This is an optimization exercise on Yosys and OpenROAD, whose aim is small area, a short achievable clock period and few clock cycles, not a production implementation. The RTL was checked by simulation tests, not by an equivalence proof against the original design. Power is estimated from default activity; no workload was simulated.

==> inputs of 03-20 <==
## kappa3_light_core
module kappa3_light_core(input         clock,
			 input 	       reset,
			 output [31:0] mem_addr,
			 output        mem_read,
			 output        mem_write,
			 output [31:0] mem_wrdata,
			 output [3:0]  mem_wrbits,
			 input [31:0]  mem_rddata);
==> flow/config.mk <==
export PLATFORM = sky130hd
export DESIGN_NAME = kappa3_light_core
export DESIGN_NICKNAME = kappa3_light_core
export VERILOG_FILES = /design/flow/design.v
export SDC_FILE = /design/flow/constraint.sdc
export NUM_CORES = 8
export LEC_CHECK = 0
export CAP_MARGIN = 25
export CORE_MARGIN = 2
export CORE_UTILIZATION = 60
export CTS_BUF_LIST = sky130_fd_sc_hd__clkbuf_16
export CTS_CLUSTER_DIAMETER = 80
export CTS_CLUSTER_SIZE = 24
export PLACE_DENSITY = 0.7
export SLEW_MARGIN = 25
export SYNTH_HIERARCHICAL = 1
==> flow/constraint.sdc <==
create_clock -name core_clock -period 10.0 [get_ports {clock}]
set_input_delay 2.0000 -clock core_clock [delete_from_list [all_inputs] [get_ports {clock}]]
set_output_delay 2.0000 -clock core_clock [all_outputs]
set_load 0.01 [all_outputs]
standard.sh (not shown) runs the stock make flow with config.mk's settings and CLKGATE_MAP_FILE= SYNTH_SCRIPT=/design/flow/synth_recipe.tcl, a recipe that flattens the netlist after the stock synthesis.
==> flow/flow/run.sh <==
#!/bin/bash
# Layout flow: the standard synthesis (standard.sh synth, unchanged), then
# the standard ORFS steps (standard.sh) with three changes:
#  - the port buffers are buf_4 cells instead of the cell buffer_ports picks
#    by default (a slow delay cell on this platform);
#  - timing repair aims for a larger setup margin, on the worst endpoints only;
#  - clock tree synthesis inserts no dummy loads (same buffers and clustering
#    as config.mk's CTS settings).
# make's output goes to flow_synth.log and flow_layout.log, each ORFS step's
# to orfs/logs/.
set -euo pipefail
cd "$(dirname "$0")/.."
bash standard.sh synth > flow_synth.log 2>&1
bash standard.sh "BUFFER_PORTS_ARGS=-buffer_cell sky130_fd_sc_hd__buf_4" \
     SETUP_SLACK_MARGIN=6.5 TNS_END_PERCENT=5 \
     "CTS_ARGS=-sink_clustering_enable -repair_clock_nets -buf_list sky130_fd_sc_hd__clkbuf_16 -sink_clustering_size 24 -sink_clustering_max_diameter 80 -dont_use_dummy_load" \
     finish > flow_layout.log 2>&1
==> 03-01 (differences from 03-20) <==
--- a/flow/design.v
+++ b/flow/design.v
@@ -16,22 +16,33 @@
    ksadd32s add_inst(.a(in1), .b(in2), .sub(cin), .s(sum), .cout(cout));
    assign eq = (in1 == in2);
    assign ltu = ~cout;
    assign lt = (in1[31] ^ in2[31]) ? in1[31] : sum[31];
    wire [31:0] 	 shl, shr;
    shifter shift_inst(.in(in1), .shamt(shamt), .sra(sra), .left(left), .shl(shl), .shr(shr));
-   assign out = ({32{op[0]}} & sum)
-     | ({32{op[1]}} & shl)
-     | {31'h0, op[2] & lt}
-     | {31'h0, op[3] & ltu}
-     | ({32{op[4]}} & (in1 ^ in2))
-     | ({32{op[5]}} & shr)
+   wire [31:0] 	 early = ({32{op[4]}} & (in1 ^ in2))
      | ({32{op[6]}} & (in1 | in2))
      | ({32{op[7]}} & (in1 & in2))
      | ({32{op[8]}} & link)
      | ({32{op[9]}} & stdata);
+   wire [31:0] 	 late_n;
+   genvar i;
+   generate
+      for (i = 0; i < 32; i = i + 1) begin : g_res
+	 aoi222g g(.a0(op[0]), .b0(sum[i]), .a1(op[1]), .b1(shl[i]),
+		   .a2(op[5]), .b2(shr[i]), .y(late_n[i]));
+	 if (i == 0) begin : g_b0
+	    wire cmp_n;
+	    aoi22g gc(.a0(op[2]), .b0(lt), .a1(op[3]), .b1(ltu), .y(cmp_n));
+	    nand3g go(.a(late_n[0]), .b(cmp_n), .c(~early[0]), .y(out[0]));
+	 end
+	 else begin : g_bn
+	    nand2g go(.a(late_n[i]), .b(~early[i]), .y(out[i]));
+	 end
+      end
+   endgenerate
 endmodule  
 module shifter(input [31:0]  in,
 	       input [4:0]   shamt,
 	       input 	     sra,
 	       input 	     left,
 	       output [31:0] shl,
@@ -57,12 +68,18 @@
       for (i = 0; i < 32; i = i + 1) begin : g_out
 	 assign shr[i] = x[5][i];
 	 assign shl[i] = x[5][31 - i];
       end
    endgenerate
 endmodule  
+module aoi222g(input a0, b0, a1, b1, a2, b2, output y);
+   assign y = ~((a0 & b0) | (a1 & b1) | (a2 & b2));
+endmodule  
+module aoi22g(input a0, b0, a1, b1, output y);
+   assign y = ~((a0 & b0) | (a1 & b1));
+endmodule  
 module mux2ig(input a0, a1, s, output y);
    assign y = ~(s ? a1 : a0);
 endmodule  
 module and2g(input a, b, output y);
    assign y = a & b;
 endmodule
@@ -1223,13 +1240,12 @@
    reg 		m_ld, m_st;     
    reg [15:2] 	fpc;            
    reg 		e_valid;        
    wire [31:0] 	e_a, e_b;       
    reg [11:0] 	e_imm;
    reg [9:0] 	e_op;
-   reg 		e_cin;
    wire [4:0] 	e_shamt;
    reg 		e_sra, e_left;
    reg [5:0] 	e_mis;
    reg [2:0] 	e_f3;
    reg [4:0] 	e_rd;
    reg 		e_wr, e_ld, e_st, e_jalr;
@@ -1281,13 +1297,15 @@
 			.rs1_addr(rs1_addr), .rs2_addr(rs2_addr),
 			.rd_addr(w_rd), .in(rf_wdata), .ld(rf_we), .clear(init),
 			.rs1_out(rf_rs1), .rs2_out(rf_rs2));
    wire [31:0] 	e_result;
    wire [31:0] 	st_data;
    wire 	eq, lt, ltu;
-   alu alu_inst(.in1(e_a), .in2(e_b), .cin(e_cin), .shamt(e_shamt), .op(e_op), .sra(e_sra), .left(e_left),
+   wire 	e_sub;
+   dffe1 q_sub(.clock(clock), .en(fd_go_e), .d(inv_b), .q(e_sub));
+   alu alu_inst(.in1(e_a), .in2(e_b), .cin(e_sub), .shamt(e_shamt), .op(e_op), .sra(e_sra), .left(e_left),
 		.link({16'h0, e_altpc, 2'b00}), .stdata(st_data),
 		.out(e_result), .eq(eq), .lt(lt), .ltu(ltu));
    wire [16:0] 	agu;
    add17 agu_inst(.a(e_a[16:0]), .b({{5{e_imm[11]}}, e_imm}), .s(agu));
    wire 	mispredict, mispredict_v;
    mispred mp_f(.m(e_mis), .eq(eq), .lt(lt), .ltu(ltu), .go(e_go_1), .y(mispredict));
@@ -1305,14 +1323,17 @@
    wire [31:0] 	ld_data;
    ldconv ldconv_inst(.in(mem_rddata), .f3(m_f3), .offset(maddr[1:0]), .out(ld_data));
    assign rf_wdata = m_ld ? ld_data : (r_q & {32{~init}});
    wire 	m_next_ld = e_go_2 & e_ld;
    wire 	m_next_st = e_go_2 & e_st;
    assign m_next = m_next_ld | m_next_st;
-   wire 	e_valid_next = fd_go_v ? ~(mispredict_v | jump_reg) : e_valid;
-   assign e_go_next = e_valid_next & ~m_next;
+   wire 	v_base = fd_go_v ? ~jump_reg : e_valid;
+   wire 	e_valid_next, e_go_next_g;
+   nor2g g_ev(.a(mispredict_v), .b(~v_base), .y(e_valid_next));
+   nor2g g_eg(.a(mispredict_v), .b(~(v_base & ~m_next)), .y(e_go_next_g));
+   assign e_go_next = e_go_next_g;
    wire 	ld_rd_nz = (e_rd != 5'd0);
    assign fix_a_next = m_next_ld & ld_rd_nz & use_rs1 & (rs1_addr == e_rd);
    assign fix_b_next = m_next_ld & ld_rd_nz & use_rs2 & (rs2_addr == e_rd);
    assign rf_we_next = e_go_2 & (e_wr | (e_ld & ld_rd_nz));
    wire 	s_jr = jump_reg;
    wire 	s_hold = ~jump_reg & ~fd_go_f;
@@ -1324,14 +1345,23 @@
    wire 	a_agu = m_next | jump_reg;
    wire [16:0] 	maddr_seq = ({17{a_agu}} & agu) |
 		({17{~m_next & s_hold}} & {1'b0, fpc, 2'b00}) |
 		({17{~m_next & s_tj}} & {1'b0, tgt_j, 2'b00}) |
 		({17{~m_next & s_tb}} & {1'b0, tgt_b, 2'b00}) |
 		({17{~m_next & s_inc}} & {1'b0, fpc_inc, 2'b00});
-   wire [15:2] 	fpc_next = mispredict ? e_altpc : fpc_seq;
-   wire [16:0] 	maddr_next = mispredict ? {1'b0, e_altpc, 2'b00} : maddr_seq;
+   wire [15:2] 	fpc_next;
+   wire [16:2] 	maddr_next_hi;
+   genvar k;
+   generate
+      for (k = 2; k < 16; k = k + 1) begin : g_npc
+	 mux2g mf(.a0(fpc_seq[k]), .a1(e_altpc[k]), .s(mispredict), .y(fpc_next[k]));
+	 mux2g mm(.a0(maddr_seq[k]), .a1(e_altpc[k]), .s(mispredict), .y(maddr_next_hi[k]));
+      end
+   endgenerate
+   assign maddr_next_hi[16] = ~mispredict & maddr_seq[16];
+   wire [16:0] 	maddr_next = {maddr_next_hi, maddr_seq[1:0] & {2{~mispredict}}};
    wire [3:0] 	st_bits;
    stconv stconv_inst(.in(e_b), .f3(e_f3[1:0]), .out(st_data));
    stbits stbits_inst(.f3(e_f3[1:0]), .offset(agu[1:0]), .bits(st_bits));
    always @ ( posedge clock or negedge reset )
      if ( !reset ) begin
 	init <= 1'b1;
@@ -1356,28 +1386,43 @@
       w_rd <= e_rd;
       w_valid <= e_go_2 & e_wr;
    end
    wire 	sa_ex = use_rs1 & fa;
    wire 	sa_rf = use_rs1 & ~fa & ~wbf1;
    wire [31:0] 	a_other = use_rs1 ? r_q : (is_auipc ? {16'h0, fpc, 2'b00} : 32'h0);
-   wire [31:0] 	a_fd = sa_rf ? rf_rs1 : sa_ex ? e_result : a_other;
-   wire [31:0] 	a_next = fix_a ? ld_data : a_fd;
    wire 	sb_ex = use_rs2 & fb;
    wire 	sb_rf = use_rs2 & ~fb & ~wbf2;
    wire [31:0] 	b_oth0 = use_rs2 ? r_q : imm_b_op;
-   wire [31:0] 	b_late = sb_rf ? rf_rs2 : e_result;
-   wire [31:0] 	b_fd = (sb_rf | sb_ex) ? b_late : b_oth0;
-   wire [31:0] 	b_next = fix_b ? ld_data : b_fd;
-   wire [4:0] 	sh_fd = sb_rf ? rf_rs2[4:0] : sb_ex ? e_result[4:0] : b_oth0[4:0];
-   wire [4:0] 	sh_next = fix_b ? ld_data[4:0] : sh_fd;
-   dffq #(32) q_a(.clock(clock), .d(en_a ? a_next : e_a), .q(e_a));
-   dffq #(32) q_b(.clock(clock), .d(en_b ? b_next : e_b), .q(e_b));
-   dffq #(5) q_sh(.clock(clock), .d(en_b ? sh_next : e_shamt), .q(e_shamt));
+   wire 	s_arf = en_a & ~fix_a & sa_rf;
+   wire 	s_aex = en_a & ~fix_a & sa_ex;
+   wire 	s_brf = en_b & ~fix_b & sb_rf;
+   wire 	s_bex = en_b & ~fix_b & sb_ex;
+   wire [31:0] 	a_rest = ~en_a ? e_a : fix_a ? ld_data : (sa_rf | sa_ex) ? 32'h0 : a_other;
+   wire [31:0] 	b_rest = ~en_b ? e_b : fix_b ? ld_data : (sb_rf | sb_ex) ? 32'h0 : b_oth0;
+   wire [4:0] 	sh_rest = ~en_b ? e_shamt : fix_b ? ld_data[4:0] : (sb_rf | sb_ex) ? 5'h0 :
+		b_oth0[4:0];
+   wire [31:0] 	d_a, d_b;
+   wire [4:0] 	d_sh;
+   genvar i;
+   generate
+      for (i = 0; i < 32; i = i + 1) begin : g_op
+	 ao221g ga(.a1(s_arf), .a2(rf_rs1[i]), .b1(s_aex), .b2(e_result[i]),
+		   .c(a_rest[i]), .y(d_a[i]));
+	 ao221g gb(.a1(s_brf), .a2(rf_rs2[i]), .b1(s_bex), .b2(e_result[i]),
+		   .c(b_rest[i]), .y(d_b[i]));
+      end
+      for (i = 0; i < 5; i = i + 1) begin : g_sh
+	 ao221g gs(.a1(s_brf), .a2(rf_rs2[i]), .b1(s_bex), .b2(e_result[i]),
+		   .c(sh_rest[i]), .y(d_sh[i]));
+      end
+   endgenerate
+   dffq #(32) q_a(.clock(clock), .d(d_a), .q(e_a));
+   dffq #(32) q_b(.clock(clock), .d(d_b), .q(e_b));
+   dffq #(5) q_sh(.clock(clock), .d(d_sh), .q(e_shamt));
    always @ ( posedge clock ) begin
       if ( fd_go_e ) begin
-	 e_cin <= inv_b;
 	 e_imm <= imm_agu;
 	 e_op <= alu_op;
 	 e_sra <= sra;
 	 e_left <= alu_op[1];
 	 e_mis <= mis;
 	 e_f3 <= ir[14:12];
@@ -1403,12 +1448,26 @@
 	       input 	   eq, lt, ltu,
 	       input 	   go,
 	       output 	   y);
    assign y = go & ((m[0] & eq) | (m[1] & ~eq) | (m[2] & lt) | (m[3] & ~lt) |
 		    (m[4] & ltu) | (m[5] & ~ltu));
 endmodule  
+module ao221g(input a1, a2, b1, b2, c, output y);
+   assign y = (a1 & a2) | (b1 & b2) | c;
+endmodule  
+module mux2g(input a0, a1, s, output y);
+   assign y = s ? a1 : a0;
+endmodule  
+module dffe1(input     clock,
+	     input     en,
+	     input     d,
+	     output reg q);
+   always @ ( posedge clock )
+     if ( en )
+       q <= d;
+endmodule  
 module dffq #(parameter W = 1)
    (input              clock,
     input [W-1:0]      d,
     output reg [W-1:0] q);
    always @ ( posedge clock )
      q <= d;
--- a/flow/flow/run.sh
+++ b/flow/flow/run.sh
@@ -9,9 +9,9 @@
 # make's output goes to flow_synth.log and flow_layout.log, each ORFS step's
 # to orfs/logs/.
 set -euo pipefail
 cd "$(dirname "$0")/.."
 bash standard.sh synth > flow_synth.log 2>&1
 bash standard.sh "BUFFER_PORTS_ARGS=-buffer_cell sky130_fd_sc_hd__buf_4" \
-     SETUP_SLACK_MARGIN=6.5 TNS_END_PERCENT=5 \
+     SETUP_SLACK_MARGIN=6.25 TNS_END_PERCENT=5 \
      "CTS_ARGS=-sink_clustering_enable -repair_clock_nets -buf_list sky130_fd_sc_hd__clkbuf_16 -sink_clustering_size 24 -sink_clustering_max_diameter 80 -dont_use_dummy_load" \
      finish > flow_layout.log 2>&1
- SLEW_MARGIN: 25 -> 40
==> 02-04 (differences from 03-20) <==
--- a/flow/design.v
+++ b/flow/design.v
@@ -16,22 +16,33 @@
    ksadd32s add_inst(.a(in1), .b(in2), .sub(cin), .s(sum), .cout(cout));
    assign eq = (in1 == in2);
    assign ltu = ~cout;
    assign lt = (in1[31] ^ in2[31]) ? in1[31] : sum[31];
    wire [31:0] 	 shl, shr;
    shifter shift_inst(.in(in1), .shamt(shamt), .sra(sra), .left(left), .shl(shl), .shr(shr));
-   assign out = ({32{op[0]}} & sum)
-     | ({32{op[1]}} & shl)
-     | {31'h0, op[2] & lt}
-     | {31'h0, op[3] & ltu}
-     | ({32{op[4]}} & (in1 ^ in2))
-     | ({32{op[5]}} & shr)
+   wire [31:0] 	 early = ({32{op[4]}} & (in1 ^ in2))
      | ({32{op[6]}} & (in1 | in2))
      | ({32{op[7]}} & (in1 & in2))
      | ({32{op[8]}} & link)
      | ({32{op[9]}} & stdata);
+   wire [31:0] 	 late_n;
+   genvar i;
+   generate
+      for (i = 0; i < 32; i = i + 1) begin : g_res
+	 aoi222g g(.a0(op[0]), .b0(sum[i]), .a1(op[1]), .b1(shl[i]),
+		   .a2(op[5]), .b2(shr[i]), .y(late_n[i]));
+	 if (i == 0) begin : g_b0
+	    wire cmp_n;
+	    aoi22g gc(.a0(op[2]), .b0(lt), .a1(op[3]), .b1(ltu), .y(cmp_n));
+	    nand3g go(.a(late_n[0]), .b(cmp_n), .c(~early[0]), .y(out[0]));
+	 end
+	 else begin : g_bn
+	    nand2g go(.a(late_n[i]), .b(~early[i]), .y(out[i]));
+	 end
+      end
+   endgenerate
 endmodule  
 module shifter(input [31:0]  in,
 	       input [4:0]   shamt,
 	       input 	     sra,
 	       input 	     left,
 	       output [31:0] shl,
@@ -57,12 +68,18 @@
       for (i = 0; i < 32; i = i + 1) begin : g_out
 	 assign shr[i] = x[5][i];
 	 assign shl[i] = x[5][31 - i];
       end
    endgenerate
 endmodule  
+module aoi222g(input a0, b0, a1, b1, a2, b2, output y);
+   assign y = ~((a0 & b0) | (a1 & b1) | (a2 & b2));
+endmodule  
+module aoi22g(input a0, b0, a1, b1, output y);
+   assign y = ~((a0 & b0) | (a1 & b1));
+endmodule  
 module mux2ig(input a0, a1, s, output y);
    assign y = ~(s ? a1 : a0);
 endmodule  
 module and2g(input a, b, output y);
    assign y = a & b;
 endmodule
@@ -1223,13 +1240,12 @@
    reg 		m_ld, m_st;     
    reg [15:2] 	fpc;            
    reg 		e_valid;        
    wire [31:0] 	e_a, e_b;       
    reg [11:0] 	e_imm;
    reg [9:0] 	e_op;
-   reg 		e_cin;
    wire [4:0] 	e_shamt;
    reg 		e_sra, e_left;
    reg [5:0] 	e_mis;
    reg [2:0] 	e_f3;
    reg [4:0] 	e_rd;
    reg 		e_wr, e_ld, e_st, e_jalr;
@@ -1281,13 +1297,15 @@
 			.rs1_addr(rs1_addr), .rs2_addr(rs2_addr),
 			.rd_addr(w_rd), .in(rf_wdata), .ld(rf_we), .clear(init),
 			.rs1_out(rf_rs1), .rs2_out(rf_rs2));
    wire [31:0] 	e_result;
    wire [31:0] 	st_data;
    wire 	eq, lt, ltu;
-   alu alu_inst(.in1(e_a), .in2(e_b), .cin(e_cin), .shamt(e_shamt), .op(e_op), .sra(e_sra), .left(e_left),
+   wire 	e_sub;
+   dffe1 q_sub(.clock(clock), .en(fd_go_e), .d(inv_b), .q(e_sub));
+   alu alu_inst(.in1(e_a), .in2(e_b), .cin(e_sub), .shamt(e_shamt), .op(e_op), .sra(e_sra), .left(e_left),
 		.link({16'h0, e_altpc, 2'b00}), .stdata(st_data),
 		.out(e_result), .eq(eq), .lt(lt), .ltu(ltu));
    wire [16:0] 	agu;
    add17 agu_inst(.a(e_a[16:0]), .b({{5{e_imm[11]}}, e_imm}), .s(agu));
    wire 	mispredict, mispredict_v;
    mispred mp_f(.m(e_mis), .eq(eq), .lt(lt), .ltu(ltu), .go(e_go_1), .y(mispredict));
@@ -1305,14 +1323,17 @@
    wire [31:0] 	ld_data;
    ldconv ldconv_inst(.in(mem_rddata), .f3(m_f3), .offset(maddr[1:0]), .out(ld_data));
    assign rf_wdata = m_ld ? ld_data : (r_q & {32{~init}});
    wire 	m_next_ld = e_go_2 & e_ld;
    wire 	m_next_st = e_go_2 & e_st;
    assign m_next = m_next_ld | m_next_st;
-   wire 	e_valid_next = fd_go_v ? ~(mispredict_v | jump_reg) : e_valid;
-   assign e_go_next = e_valid_next & ~m_next;
+   wire 	v_base = fd_go_v ? ~jump_reg : e_valid;
+   wire 	e_valid_next, e_go_next_g;
+   nor2g g_ev(.a(mispredict_v), .b(~v_base), .y(e_valid_next));
+   nor2g g_eg(.a(mispredict_v), .b(~(v_base & ~m_next)), .y(e_go_next_g));
+   assign e_go_next = e_go_next_g;
    wire 	ld_rd_nz = (e_rd != 5'd0);
    assign fix_a_next = m_next_ld & ld_rd_nz & use_rs1 & (rs1_addr == e_rd);
    assign fix_b_next = m_next_ld & ld_rd_nz & use_rs2 & (rs2_addr == e_rd);
    assign rf_we_next = e_go_2 & (e_wr | (e_ld & ld_rd_nz));
    wire 	s_jr = jump_reg;
    wire 	s_hold = ~jump_reg & ~fd_go_f;
@@ -1324,14 +1345,23 @@
    wire 	a_agu = m_next | jump_reg;
    wire [16:0] 	maddr_seq = ({17{a_agu}} & agu) |
 		({17{~m_next & s_hold}} & {1'b0, fpc, 2'b00}) |
 		({17{~m_next & s_tj}} & {1'b0, tgt_j, 2'b00}) |
 		({17{~m_next & s_tb}} & {1'b0, tgt_b, 2'b00}) |
 		({17{~m_next & s_inc}} & {1'b0, fpc_inc, 2'b00});
-   wire [15:2] 	fpc_next = mispredict ? e_altpc : fpc_seq;
-   wire [16:0] 	maddr_next = mispredict ? {1'b0, e_altpc, 2'b00} : maddr_seq;
+   wire [15:2] 	fpc_next;
+   wire [16:2] 	maddr_next_hi;
+   genvar k;
+   generate
+      for (k = 2; k < 16; k = k + 1) begin : g_npc
+	 mux2g mf(.a0(fpc_seq[k]), .a1(e_altpc[k]), .s(mispredict), .y(fpc_next[k]));
+	 mux2g mm(.a0(maddr_seq[k]), .a1(e_altpc[k]), .s(mispredict), .y(maddr_next_hi[k]));
+      end
+   endgenerate
+   assign maddr_next_hi[16] = ~mispredict & maddr_seq[16];
+   wire [16:0] 	maddr_next = {maddr_next_hi, maddr_seq[1:0] & {2{~mispredict}}};
    wire [3:0] 	st_bits;
    stconv stconv_inst(.in(e_b), .f3(e_f3[1:0]), .out(st_data));
    stbits stbits_inst(.f3(e_f3[1:0]), .offset(agu[1:0]), .bits(st_bits));
    always @ ( posedge clock or negedge reset )
      if ( !reset ) begin
 	init <= 1'b1;
@@ -1356,28 +1386,43 @@
       w_rd <= e_rd;
       w_valid <= e_go_2 & e_wr;
    end
    wire 	sa_ex = use_rs1 & fa;
    wire 	sa_rf = use_rs1 & ~fa & ~wbf1;
    wire [31:0] 	a_other = use_rs1 ? r_q : (is_auipc ? {16'h0, fpc, 2'b00} : 32'h0);
-   wire [31:0] 	a_fd = sa_rf ? rf_rs1 : sa_ex ? e_result : a_other;
-   wire [31:0] 	a_next = fix_a ? ld_data : a_fd;
    wire 	sb_ex = use_rs2 & fb;
    wire 	sb_rf = use_rs2 & ~fb & ~wbf2;
    wire [31:0] 	b_oth0 = use_rs2 ? r_q : imm_b_op;
-   wire [31:0] 	b_late = sb_rf ? rf_rs2 : e_result;
-   wire [31:0] 	b_fd = (sb_rf | sb_ex) ? b_late : b_oth0;
-   wire [31:0] 	b_next = fix_b ? ld_data : b_fd;
-   wire [4:0] 	sh_fd = sb_rf ? rf_rs2[4:0] : sb_ex ? e_result[4:0] : b_oth0[4:0];
-   wire [4:0] 	sh_next = fix_b ? ld_data[4:0] : sh_fd;
-   dffq #(32) q_a(.clock(clock), .d(en_a ? a_next : e_a), .q(e_a));
-   dffq #(32) q_b(.clock(clock), .d(en_b ? b_next : e_b), .q(e_b));
-   dffq #(5) q_sh(.clock(clock), .d(en_b ? sh_next : e_shamt), .q(e_shamt));
+   wire 	s_arf = en_a & ~fix_a & sa_rf;
+   wire 	s_aex = en_a & ~fix_a & sa_ex;
+   wire 	s_brf = en_b & ~fix_b & sb_rf;
+   wire 	s_bex = en_b & ~fix_b & sb_ex;
+   wire [31:0] 	a_rest = ~en_a ? e_a : fix_a ? ld_data : (sa_rf | sa_ex) ? 32'h0 : a_other;
+   wire [31:0] 	b_rest = ~en_b ? e_b : fix_b ? ld_data : (sb_rf | sb_ex) ? 32'h0 : b_oth0;
+   wire [4:0] 	sh_rest = ~en_b ? e_shamt : fix_b ? ld_data[4:0] : (sb_rf | sb_ex) ? 5'h0 :
+		b_oth0[4:0];
+   wire [31:0] 	d_a, d_b;
+   wire [4:0] 	d_sh;
+   genvar i;
+   generate
+      for (i = 0; i < 32; i = i + 1) begin : g_op
+	 ao221g ga(.a1(s_arf), .a2(rf_rs1[i]), .b1(s_aex), .b2(e_result[i]),
+		   .c(a_rest[i]), .y(d_a[i]));
+	 ao221g gb(.a1(s_brf), .a2(rf_rs2[i]), .b1(s_bex), .b2(e_result[i]),
+		   .c(b_rest[i]), .y(d_b[i]));
+      end
+      for (i = 0; i < 5; i = i + 1) begin : g_sh
+	 ao221g gs(.a1(s_brf), .a2(rf_rs2[i]), .b1(s_bex), .b2(e_result[i]),
+		   .c(sh_rest[i]), .y(d_sh[i]));
+      end
+   endgenerate
+   dffq #(32) q_a(.clock(clock), .d(d_a), .q(e_a));
+   dffq #(32) q_b(.clock(clock), .d(d_b), .q(e_b));
+   dffq #(5) q_sh(.clock(clock), .d(d_sh), .q(e_shamt));
    always @ ( posedge clock ) begin
       if ( fd_go_e ) begin
-	 e_cin <= inv_b;
 	 e_imm <= imm_agu;
 	 e_op <= alu_op;
 	 e_sra <= sra;
 	 e_left <= alu_op[1];
 	 e_mis <= mis;
 	 e_f3 <= ir[14:12];
@@ -1403,12 +1448,26 @@
 	       input 	   eq, lt, ltu,
 	       input 	   go,
 	       output 	   y);
    assign y = go & ((m[0] & eq) | (m[1] & ~eq) | (m[2] & lt) | (m[3] & ~lt) |
 		    (m[4] & ltu) | (m[5] & ~ltu));
 endmodule  
+module ao221g(input a1, a2, b1, b2, c, output y);
+   assign y = (a1 & a2) | (b1 & b2) | c;
+endmodule  
+module mux2g(input a0, a1, s, output y);
+   assign y = s ? a1 : a0;
+endmodule  
+module dffe1(input     clock,
+	     input     en,
+	     input     d,
+	     output reg q);
+   always @ ( posedge clock )
+     if ( en )
+       q <= d;
+endmodule  
 module dffq #(parameter W = 1)
    (input              clock,
     input [W-1:0]      d,
     output reg [W-1:0] q);
    always @ ( posedge clock )
      q <= d;
- CORE_UTILIZATION: 60 -> 55
- PLACE_DENSITY: 0.7 -> 0.66
==> notes <==
- Synthesized cell count is the same in 03-01 and 02-04.
- The lowest total power belongs to 03-20, the highest to 03-01.
- Sequential share of layout area, lowest first: 03-20, 03-01, 02-04.
- Between 03-01 and 03-20, the lower clock power is in 03-01 (gap about 2%, measured against 03-20).
==> figures <==
metric	02-04	03-01	03-20
Post-placement cell count	6,752	6,652	6,648
Site row count	123	118	117
Layout buffer count excluding clock buffers	376	405	442
Startpoint of the worst register-to-register path	q_sub.q$_DFFE_PP_	q_sub.q$_DFFE_PP_	e_cin$_DFFE_PP_
Arr. time, crit path	4.54 ns	4.59 ns	4.50 ns
Core box area	112,000 um^2	103,000 um^2	102,000 um^2
Type of the worst setup path	flop to flop	input port to flop	input port to flop
Synth Instances	5,142	5,142	5,193
Run status	timing/DRC/antenna clean	timing/DRC/antenna clean	timing/DRC/antenna clean
Clock network power consumption	2.65 mW	2.59 mW	2.64 mW
Testbench counts of 03-20, summed over its fixed seeds: cycles 653,986.
Testbench counts of 03-01, summed over its fixed seeds: cycles 653,986.
Testbench counts of 02-04, summed over its fixed seeds: cycles 653,986.

==> separate check: timing with driven ports <==
In the flow no input, the clock included, has a driving cell. The finished layouts below were timed again as built, in two steps. Step 1, drivers: a clkbuf_16 drives clock and a buf_2 each remaining input, both assumed. Step 2 adds t to the input delays and takes it off the output delays; t is the mean of the earliest and latest rising clock arrival at the registers after step 1. Input paths then give back, and output paths get back, about the clock's delay inside the block. Slacks: no drivers / after step 1 / after step 2; pairs: no drivers / after step 1.
run	t (ns)	slack for setup (ns)	hold slack, ns	latest minus earliest clock arrival (ns)	worst slew at a driven data input, ns
03-20	0.767	6.098 / 6.098 / 5.331	0.430 / 0.430 / 0.430	0.109 / 0.108	0.14
03-01	0.775	6.009 / 6.055 / 5.280	0.429 / 0.429 / 0.429	0.117 / 0.118	0.05
02-04	0.761	6.049 / 6.049 / 5.306	0.433 / 0.433 / 0.433	0.144 / 0.145	0.23
After both steps every run listed still meets setup and hold. The setup slack of 03-20, which loses most, moves by 0.000 ns with the drivers and by -0.767 ns with both steps.
